This is an optimization exercise on Yosys and OpenROAD, whose aim is small area, a short achievable clock period and few clock cycles per item, not a production implementation.
RTL that was checked went through simulation tests only; none was proved equivalent to the original.

build 14:
==> flow/design.v (excerpt) <==
module mult_top (
    input  logic        clock,
    input  logic        reset,
    input  logic        in_valid,
    input  logic [31:0] in_rs1,
    input  logic [31:0] in_rs2,
    input  logic [5:0]  in_dest,
    input  logic [3:0]  in_bm,
    input  logic [2:0]  in_func,
    output logic        fu_free,
    input  logic [3:0]  b_mm_resolve,
    input  logic        b_mm_mispred,
    input  logic        cdb_gnt,
    output logic        out_valid,
    output logic [31:0] out_result,
    output logic [5:0]  out_dest
);
==> flow/config.mk <==
export PLATFORM = sky130hd
export DESIGN_NAME = mult_top
export DESIGN_NICKNAME = mult_top
export VERILOG_FILES = /design/flow/design.v
export SDC_FILE = /design/flow/constraint.sdc
export NUM_CORES = 4
export LEC_CHECK = 0
export CAP_MARGIN = 20
export CORE_MARGIN = 2
export CORE_UTILIZATION = 50
export CTS_BUF_LIST = sky130_fd_sc_hd__clkbuf_4 sky130_fd_sc_hd__clkbuf_8
export PLACE_DENSITY = 0.65
export SETUP_SLACK_MARGIN = 1.2
export SLEW_MARGIN = 20
export SYNTH_HIERARCHICAL = 1
export SYNTH_MINIMUM_KEEP_SIZE = 0
==> flow/constraint.sdc <==
create_clock -name core_clock -period 6.5 [get_ports {clock}]
set_input_delay 1.3000 -clock core_clock [delete_from_list [all_inputs] [get_ports {clock}]]
set_output_delay 1.3000 -clock core_clock [all_outputs]
set_load 0.01 [all_outputs]
standard.sh (not shown) runs the stock make flow with config.mk's settings and CLKGATE_MAP_FILE= SYNTH_SCRIPT=/design/flow/synth_recipe.tcl, a recipe that flattens the netlist after the stock synthesis.
==> flow/flow/run.sh <==
#!/bin/bash
# The standard layout (standard.sh) with two changes to how it is made:
# the input and output ports get plain buf_2 buffers (buffer_ports would
# otherwise pick a delay cell), and clock-tree synthesis inserts no dummy
# loads.  The full make output goes to standard.log in the work folder.
set -euo pipefail
export BUFFER_PORTS_ARGS="-buffer_cell sky130_fd_sc_hd__buf_2"
export CTS_ARGS="-sink_clustering_enable -repair_clock_nets -dont_use_dummy_load -buf_list {sky130_fd_sc_hd__clkbuf_4 sky130_fd_sc_hd__clkbuf_8}"
bash standard.sh > standard.log 2>&1
Build 14: PASS, flow complete, no timing, DRC or antenna violations
Testbench counts of build 14, summed over its fixed seeds: cycles 6,414, items 4,800.
Setup changes, build 14 to build 54
# build 14
export LEC_CHECK = 0
export CAP_MARGIN = 20
export CORE_MARGIN = 2
export CORE_UTILIZATION = 50
export CTS_BUF_LIST = sky130_fd_sc_hd__clkbuf_4 sky130_fd_sc_hd__clkbuf_8
export PLACE_DENSITY = 0.65
export SETUP_SLACK_MARGIN = 1.2
export SLEW_MARGIN = 20
export SYNTH_HIERARCHICAL = 1
export SYNTH_MINIMUM_KEEP_SIZE = 0
create_clock -name core_clock -period 6.5 [get_ports {clock}]
# build 54
export LEC_CHECK = 0
export CAP_MARGIN = 20
export CORE_MARGIN = 2
export CORE_UTILIZATION = 58
export CTS_BUF_LIST = sky130_fd_sc_hd__clkbuf_4 sky130_fd_sc_hd__clkbuf_8
export PLACE_DENSITY = 0.72
export SETUP_SLACK_MARGIN = 1.5
export SLEW_MARGIN = 20
export SYNTH_HIERARCHICAL = 1
export SYNTH_MINIMUM_KEEP_SIZE = 0
create_clock -name core_clock -period 6.5 [get_ports {clock}]
--- outcome ---
Comparing build 14 and build 54, the lower sequential share of layout area was measured on build 54.
Between build 14 and build 54, the total non-filler cell area in the finished layout is lower for build 14.
[diff] via count, build 54 relative to build 14: regression
Final setup skew in build 54 is 8.6 ps lower than in build 14

---

Another version of the RTL of mult_top (not shown whole).
Size in the first run: ~140 flip-flops, about 0.028 sq mm of cells after synthesis.
Settings: LEC_CHECK=0, CAP_MARGIN=0, CORE_MARGIN=2, CORE_UTILIZATION=50, CTS_BUF_LIST=sky130_fd_sc_hd__clkbuf_4 sky130_fd_sc_hd__clkbuf_8, PLACE_DENSITY=0.65, SETUP_SLACK_MARGIN=1.5, SLEW_MARGIN=0, SYNTH_HIERARCHICAL=1, SYNTH_MINIMUM_KEEP_SIZE=0, TNS_END_PERCENT=0; clock period 6.5 ns.
Scripts as last shown in full above: flow/flow/run.sh
The starting point ran to the end with no violations.
Testbench counts at the start, summed over its fixed seeds: cycles 6,414, items 4,800.
Rerun with:
Settings changed: CAP_MARGIN 0 to 20, PLACE_DENSITY 0.65 to 0.75, SLEW_MARGIN 0 to 20.
Result: Cell count stays flat; routed wire length drops by a few percent; design area is about the same; non-clock buffer count climbs by 4; first-iteration DRC count drops by a few percent; utilization climbs by 0.15 points; die area does not change; via count climbs slightly.
Rerun with:
Settings changed: PLACE_DENSITY 0.75 to 0.65, SETUP_SLACK_MARGIN 1.5 to 1.8.
Outcome: Worst setup slack stays flat; routed wire length increases by about 2.6%; cell count hardly moves; non-clock buffer count went down by 4.
Rerun with:
==> flow/flow/run.sh (replaced) <==
#!/bin/bash
# The standard layout (standard.sh) with two changes to how it is made:
# the input and output ports get plain buf_4 buffers (buffer_ports would
# otherwise pick a delay cell), and clock-tree synthesis inserts no dummy
# loads.  The full make output goes to standard.log in the work folder.
set -euo pipefail
export BUFFER_PORTS_ARGS="-buffer_cell sky130_fd_sc_hd__buf_4"
export CTS_ARGS="-sink_clustering_enable -repair_clock_nets -dont_use_dummy_load -buf_list {sky130_fd_sc_hd__clkbuf_4 sky130_fd_sc_hd__clkbuf_8}"
bash standard.sh > standard.log 2>&1
Settings changed: SETUP_SLACK_MARGIN 1.8 to 1.5, TNS_END_PERCENT 0 to not set.
Result:
- The changed run finished with timing, DRC and antenna clean
- worst setup slack improves by 0.12 ns
- clock-buffer cell count does not change
- worst hold slack degrades by 0.011 ns
- global-route usage goes down by 0.16 points
- critical path depth goes up by 2
- wire length goes up by 1.0%
Rerun with:
==> flow/flow/run.sh (replaced) <==
#!/bin/bash
# The standard layout (standard.sh) with two changes to how it is made:
# the input and output ports get plain buf_2 buffers (buffer_ports would
# otherwise pick a delay cell), and clock-tree synthesis inserts no dummy
# loads.  The full make output goes to standard.log in the work folder.
set -euo pipefail
export BUFFER_PORTS_ARGS="-buffer_cell sky130_fd_sc_hd__buf_2"
export CTS_ARGS="-sink_clustering_enable -repair_clock_nets -dont_use_dummy_load -buf_list {sky130_fd_sc_hd__clkbuf_4 sky130_fd_sc_hd__clkbuf_8}"
bash standard.sh > standard.log 2>&1
Settings changed: TNS_END_PERCENT set to 30.
After rerunning:
- synthesized cell count is unchanged
- wire length is higher by 2.1%
- final cell count is higher by 0.86%
- sequential share of layout area hardly moves
- die area does not change
- register-to-register slack is better by 0.30 ns
- worst setup slack degrades by 0.016 ns
- global-route usage increases by 0.49 points
- cell area came out lower by about 0.5%
- clock-buffer cell count is unchanged
Rerun with:
Settings changed: TNS_END_PERCENT 30 to 0.
Effect:
- The changed run finished with timing, DRC and antenna clean
- clock-buffer cell count stays the same
- global-route usage goes down by 0.33 points
- setup slack got worse by 0.11 ns
- final cell count is lower slightly
- routed wire length decreases by a few percent
- register-to-register slack degrades by 0.35 ns

---

## main
Another version of the RTL of mult_top (not shown whole).
Size: roughly 2,800 cells after synthesis, ~250 flip-flops, ~34,000 sq um of cells after synthesis.
make LEC_CHECK=0 CAP_MARGIN=20 CORE_MARGIN=2 CORE_UTILIZATION=65 CTS_BUF_LIST='sky130_fd_sc_hd__clkbuf_4 sky130_fd_sc_hd__clkbuf_8' PLACE_DENSITY=0.75 SLEW_MARGIN=20 SYNTH_HIERARCHICAL=1 SYNTH_MINIMUM_KEEP_SIZE=0 finish   # period 6.5 ns
run.sh (not shown) runs the stock make flow with config.mk's settings and CLKGATE_MAP_FILE= SYNTH_SCRIPT=/design/flow/synth_recipe.tcl, a recipe that flattens the netlist after the stock synthesis.
Stock flow here: none of the scripts above is used.
Per the final summary, main finished and its layout is clean on timing, DRC and antenna.
The following lists how the feature branch was set up differently from main:
Settings: an added SETUP_SLACK_MARGIN of 1.2; a change of PLACE_DENSITY from 0.75 to 0.7; a change of CORE_UTILIZATION from 65 to 55.
### Flow results
- main -> the feature branch: flip-flop and latch count delta 0, exact match
- [the feature branch vs main] clock skew: lower in the feature branch
- Cell with the largest stage delay on the worst path: fa_2 -> the feature branch, ha_1 -> main
- The feature branch and main ended up with nearly the same total cell area at the placement stage.
- The global-route met3 utilization of the feature branch is lower than that of main.
- Going from main to the feature branch, cell count up about 4%; routed wire length has increased; number of gates given a new drive strength after cts increased by 464 relative to the old numbers.
Function was not checked in any run of this note: the RTL went through the layout flow alone.

[afterwards: timing with drivers on the ports]
No port has a modelled driver above. Below, the same layouts with a new extraction and two added sets of constraints. Step 1 sets driving cells, clkbuf_16 on the clock port and buf_2 on the other inputs (assumed; they add their load-dependent delay and slew). Step 2 moves the port delays by t, midway between the first and last clock arrival at a register: inputs arrive t later, outputs are due t later. That takes back most of the time a late clock gives input paths. a / b / c = no drivers / after step 1 / after step 2; a / b = the first two.
run	t, ns	slack for setup (ns)	latest minus earliest clock arrival (ns)	pins driven straight from the clock port
build 14	0.514	1.202 / 1.189 / 0.675	0.032 / 0.032	1
build 54	0.501	1.457 / 1.396 / 0.895	0.028 / 0.028	1
the first run of note 2	0.505	1.335 / 1.250 / 0.745	0.029 / 0.030	1
the second run of note 2	0.514	1.334 / 1.358 / 0.844	0.030 / 0.030	1
the third run of note 2	0.505	1.335 / 1.250 / 0.745	0.029 / 0.030	1
the fourth run of note 2	0.520	1.458 / 1.409 / 0.944	0.026 / 0.027	1
the fifth run of note 2	0.508	1.442 / 1.393 / 0.906	0.031 / 0.031	1
the sixth run of note 2	0.505	1.335 / 1.250 / 0.745	0.029 / 0.030	1
main	0.694	0.200 / 0.147 / 0.641	0.044 / 0.044	1
the feature branch	0.698	1.019 / 0.956 / 0.681	0.048 / 0.049	1
After both steps every run listed still meets setup and hold.
